Context: an optimization exercise on an open-source flow, tuned for small area. The choices shown serve that exercise and are no tape-out recipe. The RTL was checked by simulation tests, not by an equivalence proof against the original design.

Setup of old:
==> flow/design.v (excerpt) <==
module Systolic_Array #(parameter data_width=8) (
  input  logic                      i_clk     , i_rst,
  input  logic [data_width-1:0]     i_Cell_A1 , i_Cell_A4,i_Cell_A7,
  input  logic [data_width-1:0]     i_Cell_B1 , i_Cell_B2,i_Cell_B3,
  output logic [(data_width*2):0]   o_cell_1  , o_cell_2 , o_cell_3 , o_cell_4 , o_cell_5, o_cell_6 , o_cell_7, o_cell_8, o_cell_9
);
For scale: roughly 1,800 cells after synthesis, about 250 flip-flops, ~200 I/O pins, about 0.022 mm2 of cells after synthesis.
export LEC_CHECK = 0
export CAP_MARGIN = 20
export CORE_MARGIN = 2
export CORE_UTILIZATION = 78
export GPL_TIMING_DRIVEN = 0
export SLEW_MARGIN = 20
create_clock -name core_clock -period 5.2 [get_ports {i_clk}]
standard.sh (not shown) runs the stock make flow with config.mk's settings and CLKGATE_MAP_FILE= SYNTH_SCRIPT=/design/flow/synth_recipe.tcl, a recipe that flattens the netlist after the stock synthesis.
==> flow/flow/run.sh <==
#!/bin/bash
# Layout flow: the standard ORFS flow (standard.sh), with these changes:
#  - synthesis maps the design's SA_* gate modules one-to-one onto library cells
#    (flow/gatemap.tcl, run as ORFS's SYNTH_CANONICALIZE_TCL hook);
#  - ports are buffered with sky130_fd_sc_hd__buf_1;
#  - clock tree: clkbuf_8 buffers, sink clusters of up to CLUSTER sinks, no dummy loads;
#  - the largest buffers and inverters are added to the platform's don't-use list, so that
#    repair builds the reset tree from smaller buffers.
# Each ORFS step writes its full log under orfs/logs/; make's own output goes to flow_make.log.
set -euo pipefail
W=$(pwd)
CLUSTER=17
DIAMETER=50
PLAT_DU=$(make -s -C "$FLOW_HOME" DESIGN_CONFIG="$W/config.mk" WORK_HOME="$W/orfs" print-DONT_USE_CELLS | sed -n 's/^DONT_USE_CELLS: //p')
EXTRA_DU="sky130_fd_sc_hd__buf_8 sky130_fd_sc_hd__buf_12 sky130_fd_sc_hd__buf_16 sky130_fd_sc_hd__bufbuf_8 sky130_fd_sc_hd__bufbuf_16 sky130_fd_sc_hd__bufinv_8 sky130_fd_sc_hd__bufinv_16 sky130_fd_sc_hd__inv_12 sky130_fd_sc_hd__inv_16 sky130_fd_sc_hd__clkinv_16 sky130_fd_sc_hd__clkbuf_16"
bash standard.sh \
  "SYNTH_CANONICALIZE_TCL=$W/flow/gatemap.tcl" \
  "BUFFER_PORTS_ARGS=-buffer_cell sky130_fd_sc_hd__buf_1" \
  "CTS_ARGS=-sink_clustering_enable -repair_clock_nets -buf_list sky130_fd_sc_hd__clkbuf_8 -sink_clustering_size $CLUSTER -sink_clustering_max_diameter $DIAMETER -dont_use_dummy_load" \
  "DONT_USE_CELLS=$PLAT_DU $EXTRA_DU" \
  finish > "$W/flow_make.log" 2>&1
==> flow/flow/gatemap.tcl <==
# Map the design's gate modules (SA_*) one-to-one onto library cells of the same function.
foreach {m c} {
  SA_FA    sky130_fd_sc_hd__fa_1
  SA_HA    sky130_fd_sc_hd__ha_1
  SA_NOR2  sky130_fd_sc_hd__nor2_1
  SA_NAND2 sky130_fd_sc_hd__nand2_1
  SA_AOI21 sky130_fd_sc_hd__a21oi_1
  SA_OAI21 sky130_fd_sc_hd__o21ai_1
  SA_XOR2  sky130_fd_sc_hd__xor2_1
  SA_XNOR2 sky130_fd_sc_hd__xnor2_1
  SA_NOR2B sky130_fd_sc_hd__nor2b_1
  SA_INV   sky130_fd_sc_hd__inv_1
} {
  chtype -map $m $c
  delete $m
}
hierarchy -check -top $::env(DESIGN_NAME)
old has completed all stages; timing, DRC and antenna checks passed.
--- input diff old..new ---
==> flow/flow/run.sh <==
#!/bin/bash
# Layout flow: the standard ORFS flow (standard.sh), with these changes:
#  - synthesis maps the design's SA_* gate modules one-to-one onto library cells
#    (flow/gatemap.tcl, run as ORFS's SYNTH_CANONICALIZE_TCL hook);
#  - ports are buffered with sky130_fd_sc_hd__buf_1;
#  - clock tree: clkbuf_4 buffers, sink clusters of up to CLUSTER sinks, no dummy loads;
#  - the largest buffers and inverters are added to the platform's don't-use list, so that
#    repair builds the reset tree from smaller buffers.
# Each ORFS step writes its full log under orfs/logs/; make's own output goes to flow_make.log.
set -euo pipefail
W=$(pwd)
CLUSTER=8
DIAMETER=40
PLAT_DU=$(make -s -C "$FLOW_HOME" DESIGN_CONFIG="$W/config.mk" WORK_HOME="$W/orfs" print-DONT_USE_CELLS | sed -n 's/^DONT_USE_CELLS: //p')
EXTRA_DU="sky130_fd_sc_hd__buf_6 sky130_fd_sc_hd__buf_8 sky130_fd_sc_hd__buf_12 sky130_fd_sc_hd__buf_16 sky130_fd_sc_hd__bufbuf_8 sky130_fd_sc_hd__bufbuf_16 sky130_fd_sc_hd__bufinv_8 sky130_fd_sc_hd__bufinv_16 sky130_fd_sc_hd__inv_12 sky130_fd_sc_hd__inv_16 sky130_fd_sc_hd__clkinv_16 sky130_fd_sc_hd__clkbuf_16"
bash standard.sh \
  "SYNTH_CANONICALIZE_TCL=$W/flow/gatemap.tcl" \
  "BUFFER_PORTS_ARGS=-buffer_cell sky130_fd_sc_hd__buf_1" \
  "CTS_ARGS=-sink_clustering_enable -repair_clock_nets -buf_list sky130_fd_sc_hd__clkbuf_4 -sink_clustering_size $CLUSTER -sink_clustering_max_diameter $DIAMETER -dont_use_dummy_load" \
  "DONT_USE_CELLS=$PLAT_DU $EXTRA_DU" \
  finish > "$W/flow_make.log" 2>&1
Findings:
old → new: worst slack at placement saw an increase; maximum number of buffers from clock root to sink shows no meaningful change.
Number of buffers other than clock buffers in the final layout (new over old): decrease, 2
Final critical-path required period, new and old: smaller value in new
met2 routing resource usage after global routing in new is 1.5 points lower than in old
new against old: global-route usage moved down; met1 wire length moved down; core utilization moved down; layout buffering overhead excluding clock cells level.
Of new and old, the lower achievable clock frequency belongs to old.

---

Another version of the RTL of Systolic_Array (not shown whole).
Size: roughly 1800 cells after synthesis, ~22000 sq um of cells after synthesis.
Settings: LEC_CHECK=0, CAP_MARGIN=20, CORE_MARGIN=2, CORE_UTILIZATION=80, GPL_TIMING_DRIVEN=0, SLEW_MARGIN=20; clock period 5.2 ns.
==> flow/flow/run.sh <==
#!/bin/bash
# Layout flow: the standard ORFS flow (standard.sh), with these changes:
#  - synthesis maps the design's SA_* gate modules one-to-one onto library cells
#    (flow/gatemap.tcl, run as ORFS's SYNTH_CANONICALIZE_TCL hook);
#  - ports are buffered with sky130_fd_sc_hd__buf_1;
#  - clock tree: clkbuf_4 buffers, sink clusters of up to CLUSTER sinks, no dummy loads;
#  - the largest buffers and inverters are added to the platform's don't-use list, so that
#    repair builds the reset tree from smaller buffers.
# Each ORFS step writes its full log under orfs/logs/; make's own output goes to flow_make.log.
set -euo pipefail
W=$(pwd)
CLUSTER=8
DIAMETER=50
PLAT_DU=$(make -s -C "$FLOW_HOME" DESIGN_CONFIG="$W/config.mk" WORK_HOME="$W/orfs" print-DONT_USE_CELLS | sed -n 's/^DONT_USE_CELLS: //p')
EXTRA_DU="sky130_fd_sc_hd__buf_8 sky130_fd_sc_hd__buf_12 sky130_fd_sc_hd__buf_16 sky130_fd_sc_hd__bufbuf_8 sky130_fd_sc_hd__bufbuf_16 sky130_fd_sc_hd__bufinv_8 sky130_fd_sc_hd__bufinv_16 sky130_fd_sc_hd__inv_12 sky130_fd_sc_hd__inv_16 sky130_fd_sc_hd__clkinv_16 sky130_fd_sc_hd__clkbuf_16"
bash standard.sh \
  "SYNTH_CANONICALIZE_TCL=$W/flow/gatemap.tcl" \
  "BUFFER_PORTS_ARGS=-buffer_cell sky130_fd_sc_hd__buf_1" \
  "CTS_ARGS=-sink_clustering_enable -repair_clock_nets -buf_list sky130_fd_sc_hd__clkbuf_4 -sink_clustering_size $CLUSTER -sink_clustering_max_diameter $DIAMETER -dont_use_dummy_load" \
  "DONT_USE_CELLS=$PLAT_DU $EXTRA_DU" \
  finish > "$W/flow_make.log" 2>&1
Scripts as last shown in full above: flow/flow/gatemap.tcl
The starting point passed the timing, DRC and antenna checks.
Rerun with:
--- a/flow/flow/run.sh
+++ b/flow/flow/run.sh
@@ -10,5 +10,5 @@
 set -euo pipefail
 W=$(pwd)
-CLUSTER=8
+CLUSTER=9
 DIAMETER=50
 PLAT_DU=$(make -s -C "$FLOW_HOME" DESIGN_CONFIG="$W/config.mk" WORK_HOME="$W/orfs" print-DONT_USE_CELLS | sed -n 's/^DONT_USE_CELLS: //p')
CORE_UTILIZATION = 78   (was 80)
The changed run completed without violations.
Synthesized cell count is unchanged.
Critical path depth stays the same.
Clock-buffer cell count came out lower by 2.

---

Another version of the RTL of Systolic_Array (not shown whole).
Size in the first run: about 1900 cells after synthesis, about 250 flip-flops, about 22000 µm² of cells after synthesis.
// Systolic_Array
module Systolic_Array #(parameter data_width=8) (
  input  logic                      i_clk     , i_rst,
  input  logic [data_width-1:0]     i_Cell_A1 , i_Cell_A4,i_Cell_A7,
  input  logic [data_width-1:0]     i_Cell_B1 , i_Cell_B2,i_Cell_B3,
  output logic [(data_width*2):0]   o_cell_1  , o_cell_2 , o_cell_3 , o_cell_4 , o_cell_5, o_cell_6 , o_cell_7, o_cell_8, o_cell_9
);
==> flow/config.mk <==
export PLATFORM = sky130hd
export DESIGN_NAME = Systolic_Array
export DESIGN_NICKNAME = Systolic_Array
export VERILOG_FILES = /design/flow/design.v
export SDC_FILE = /design/flow/constraint.sdc
export NUM_CORES = 4
export LEC_CHECK = 0
export CAP_MARGIN = 20
export CORE_MARGIN = 2
export CORE_UTILIZATION = 70
export GPL_TIMING_DRIVEN = 0
export SLEW_MARGIN = 20
==> flow/constraint.sdc <==
create_clock -name core_clock -period 5.2 [get_ports {i_clk}]
set_input_delay 1.0400 -clock core_clock [delete_from_list [all_inputs] [get_ports {i_clk}]]
set_output_delay 1.0400 -clock core_clock [all_outputs]
set_load 0.01 [all_outputs]
==> flow/flow/run.sh <==
#!/bin/bash
# Layout flow: the standard ORFS flow, with these changes:
#  - synthesis maps the design's SA_* gate modules one-to-one onto library cells
#    (flow/gatemap.tcl, run as ORFS's SYNTH_CANONICALIZE_TCL hook);
#  - ports are buffered with sky130_fd_sc_hd__buf_1;
#  - clock tree: clkbuf_8 buffers, larger sink clusters, no dummy loads.
# Each ORFS step writes its full log under orfs/logs/; make's own output goes to flow_make.log.
set -euo pipefail
W=$(pwd)
bash standard.sh \
  "SYNTH_CANONICALIZE_TCL=$W/flow/gatemap.tcl" \
  "BUFFER_PORTS_ARGS=-buffer_cell sky130_fd_sc_hd__buf_1" \
  "CTS_ARGS=-sink_clustering_enable -repair_clock_nets -buf_list sky130_fd_sc_hd__clkbuf_8 -sink_clustering_size 15 -sink_clustering_max_diameter 60 -dont_use_dummy_load" \
  finish > "$W/flow_make.log" 2>&1
==> flow/flow/gatemap.tcl <==
# Map the design's gate modules (SA_*) one-to-one onto library cells of the same function.
foreach {m c} {
  SA_FA    sky130_fd_sc_hd__fa_1
  SA_HA    sky130_fd_sc_hd__ha_1
  SA_NOR2  sky130_fd_sc_hd__nor2_1
  SA_NAND2 sky130_fd_sc_hd__nand2_1
  SA_AOI21 sky130_fd_sc_hd__a21oi_1
  SA_OAI21 sky130_fd_sc_hd__o21ai_0
  SA_XOR2  sky130_fd_sc_hd__xor2_1
  SA_XNOR2 sky130_fd_sc_hd__xnor2_1
  SA_NOR2B sky130_fd_sc_hd__nor2b_1
  SA_INV   sky130_fd_sc_hd__inv_1
} {
  chtype -map $m $c
  delete $m
}
hierarchy -check -top $::env(DESIGN_NAME)
The starting point completed without violations.
Edit:
==> flow/flow/run.sh (replaced) <==
#!/bin/bash
# Layout flow: the standard ORFS flow (standard.sh), with these changes:
#  - synthesis maps the design's SA_* gate modules one-to-one onto library cells
#    (flow/gatemap.tcl, run as ORFS's SYNTH_CANONICALIZE_TCL hook);
#  - ports are buffered with sky130_fd_sc_hd__buf_1;
#  - clock tree: clkbuf_4 buffers, sink clusters of up to CLUSTER sinks, no dummy loads;
#  - the largest buffers and inverters are added to the platform's don't-use list, so that
#    repair builds the reset tree from smaller buffers.
# Each ORFS step writes its full log under orfs/logs/; make's own output goes to flow_make.log.
set -euo pipefail
W=$(pwd)
CLUSTER=10
DIAMETER=50
PLAT_DU=$(make -s -C "$FLOW_HOME" DESIGN_CONFIG="$W/config.mk" WORK_HOME="$W/orfs" print-DONT_USE_CELLS | sed -n 's/^DONT_USE_CELLS: //p')
EXTRA_DU="sky130_fd_sc_hd__buf_8 sky130_fd_sc_hd__buf_12 sky130_fd_sc_hd__buf_16 sky130_fd_sc_hd__bufbuf_8 sky130_fd_sc_hd__bufbuf_16 sky130_fd_sc_hd__bufinv_8 sky130_fd_sc_hd__bufinv_16 sky130_fd_sc_hd__inv_12 sky130_fd_sc_hd__inv_16 sky130_fd_sc_hd__clkinv_16 sky130_fd_sc_hd__clkbuf_16"
bash standard.sh \
  "SYNTH_CANONICALIZE_TCL=$W/flow/gatemap.tcl" \
  "BUFFER_PORTS_ARGS=-buffer_cell sky130_fd_sc_hd__buf_1" \
  "CTS_ARGS=-sink_clustering_enable -repair_clock_nets -buf_list sky130_fd_sc_hd__clkbuf_4 -sink_clustering_size $CLUSTER -sink_clustering_max_diameter $DIAMETER -dont_use_dummy_load" \
  "DONT_USE_CELLS=$PLAT_DU $EXTRA_DU" \
  finish > "$W/flow_make.log" 2>&1
CORE_UTILIZATION = 85   (was 70)
Outcome: The new run stopped in 5_1_grt (GRT-0228). Synthesized area does not change. Synthesized cell count is unchanged.
Edit:
==> flow/flow/run.sh (replaced) <==
#!/bin/bash
# Layout flow: the standard ORFS flow, with these changes:
#  - synthesis maps the design's SA_* gate modules one-to-one onto library cells
#    (flow/gatemap.tcl, run as ORFS's SYNTH_CANONICALIZE_TCL hook);
#  - ports are buffered with sky130_fd_sc_hd__buf_1;
#  - clock tree: clkbuf_4 buffers, larger sink clusters, no dummy loads.
# Each ORFS step writes its full log under orfs/logs/; make's own output goes to flow_make.log.
set -euo pipefail
W=$(pwd)
bash standard.sh \
  "SYNTH_CANONICALIZE_TCL=$W/flow/gatemap.tcl" \
  "BUFFER_PORTS_ARGS=-buffer_cell sky130_fd_sc_hd__buf_1" \
  "CTS_ARGS=-sink_clustering_enable -repair_clock_nets -buf_list sky130_fd_sc_hd__clkbuf_4 -sink_clustering_size 10 -sink_clustering_max_diameter 50 -dont_use_dummy_load" \
  finish > "$W/flow_make.log" 2>&1
CORE_UTILIZATION = 70   (was 85)
The new run finished clean.
Synthesized cell count is unchanged.
Synthesized area does not change.
Edit:
==> flow/flow/run.sh (replaced) <==
#!/bin/bash
# Layout flow: the standard ORFS flow, with two changes:
#  - synthesis maps the design's SA_* gate modules one-to-one onto library cells
#    (flow/gatemap.tcl, run as ORFS's SYNTH_CANONICALIZE_TCL hook);
#  - ports are buffered with sky130_fd_sc_hd__buf_1.
# Each ORFS step writes its full log under orfs/logs/; make's own output goes to flow_make.log.
set -euo pipefail
W=$(pwd)
bash standard.sh \
  "SYNTH_CANONICALIZE_TCL=$W/flow/gatemap.tcl" \
  "BUFFER_PORTS_ARGS=-buffer_cell sky130_fd_sc_hd__buf_1" \
  finish > "$W/flow_make.log" 2>&1
CORE_UTILIZATION = 65   (was 70)
CTS_BUF_LIST = sky130_fd_sc_hd__clkbuf_2 sky130_fd_sc_hd__clkbuf_4 sky130_fd_sc_hd__clkbuf_8   (was unset)
GPL_TIMING_DRIVEN = unset   (was 0)
After rerunning: The changed run completed without violations. Wire length climbs by 2.6%. Critical path depth went down by 2. First-iteration DRC count drops by 10%. Clock skew is lower by 0.038 ns. Sequential share of layout area came out lower by 1.6 points. Via count rises by 2.5%. Final area came out higher by 6.5%. Setup slack gets better by 0.075 ns. Synthesized area does not change.

-- port drivers added, routing unchanged --
The flow's constraints put no driver on any port. The routed layouts listed below were extracted and timed again, unchanged, in two steps.
Step 1 sets driving cells, clkbuf_16 on the clock port and buf_2 on the other inputs (assumed; they add their load-dependent delay and slew).
Step 2, shift: input delay + t, output delay - t, t = (earliest + latest rising clock arrival at the registers) / 2. This alone moves slack from input paths to output paths.
a / b / c = no drivers / after step 1 / after step 2; a / b = the first two.
run | shift t [ns] | setup WS [ns] | clock arrival spread, ns | slew at the worst register clock pin (ns)
old | 0.577 | 0.130 / 0.156 / -0.420 | 0.065 / 0.065 | 0.10 / 0.10
new | 0.704 | 0.150 / 0.168 / -0.533 | 0.071 / 0.070 | 0.09 / 0.09
the first run of note 2 | 0.703 | 0.144 / 0.144 / -0.487 | 0.111 / 0.111 | 0.11 / 0.11
the second run of note 2 | 0.699 | 0.171 / 0.171 / -0.475 | 0.068 / 0.068 | 0.11 / 0.11
the first run of note 3 | 0.641 | 0.293 / 0.293 / -0.302 | 0.049 / 0.049 | 0.10 / 0.10
the third run of note 3 | 0.702 | 0.246 / 0.276 / -0.426 | 0.066 / 0.067 | 0.11 / 0.11
the fourth run of note 3 | 0.637 | 0.321 / 0.321 / -0.252 | 0.036 / 0.036 | 0.07 / 0.07
Met with ideal ports but missed after step 2: setup timing in every run listed. The setup slack of new, which loses most, moves by +0.018 ns with the drivers and by -0.683 ns with both steps.
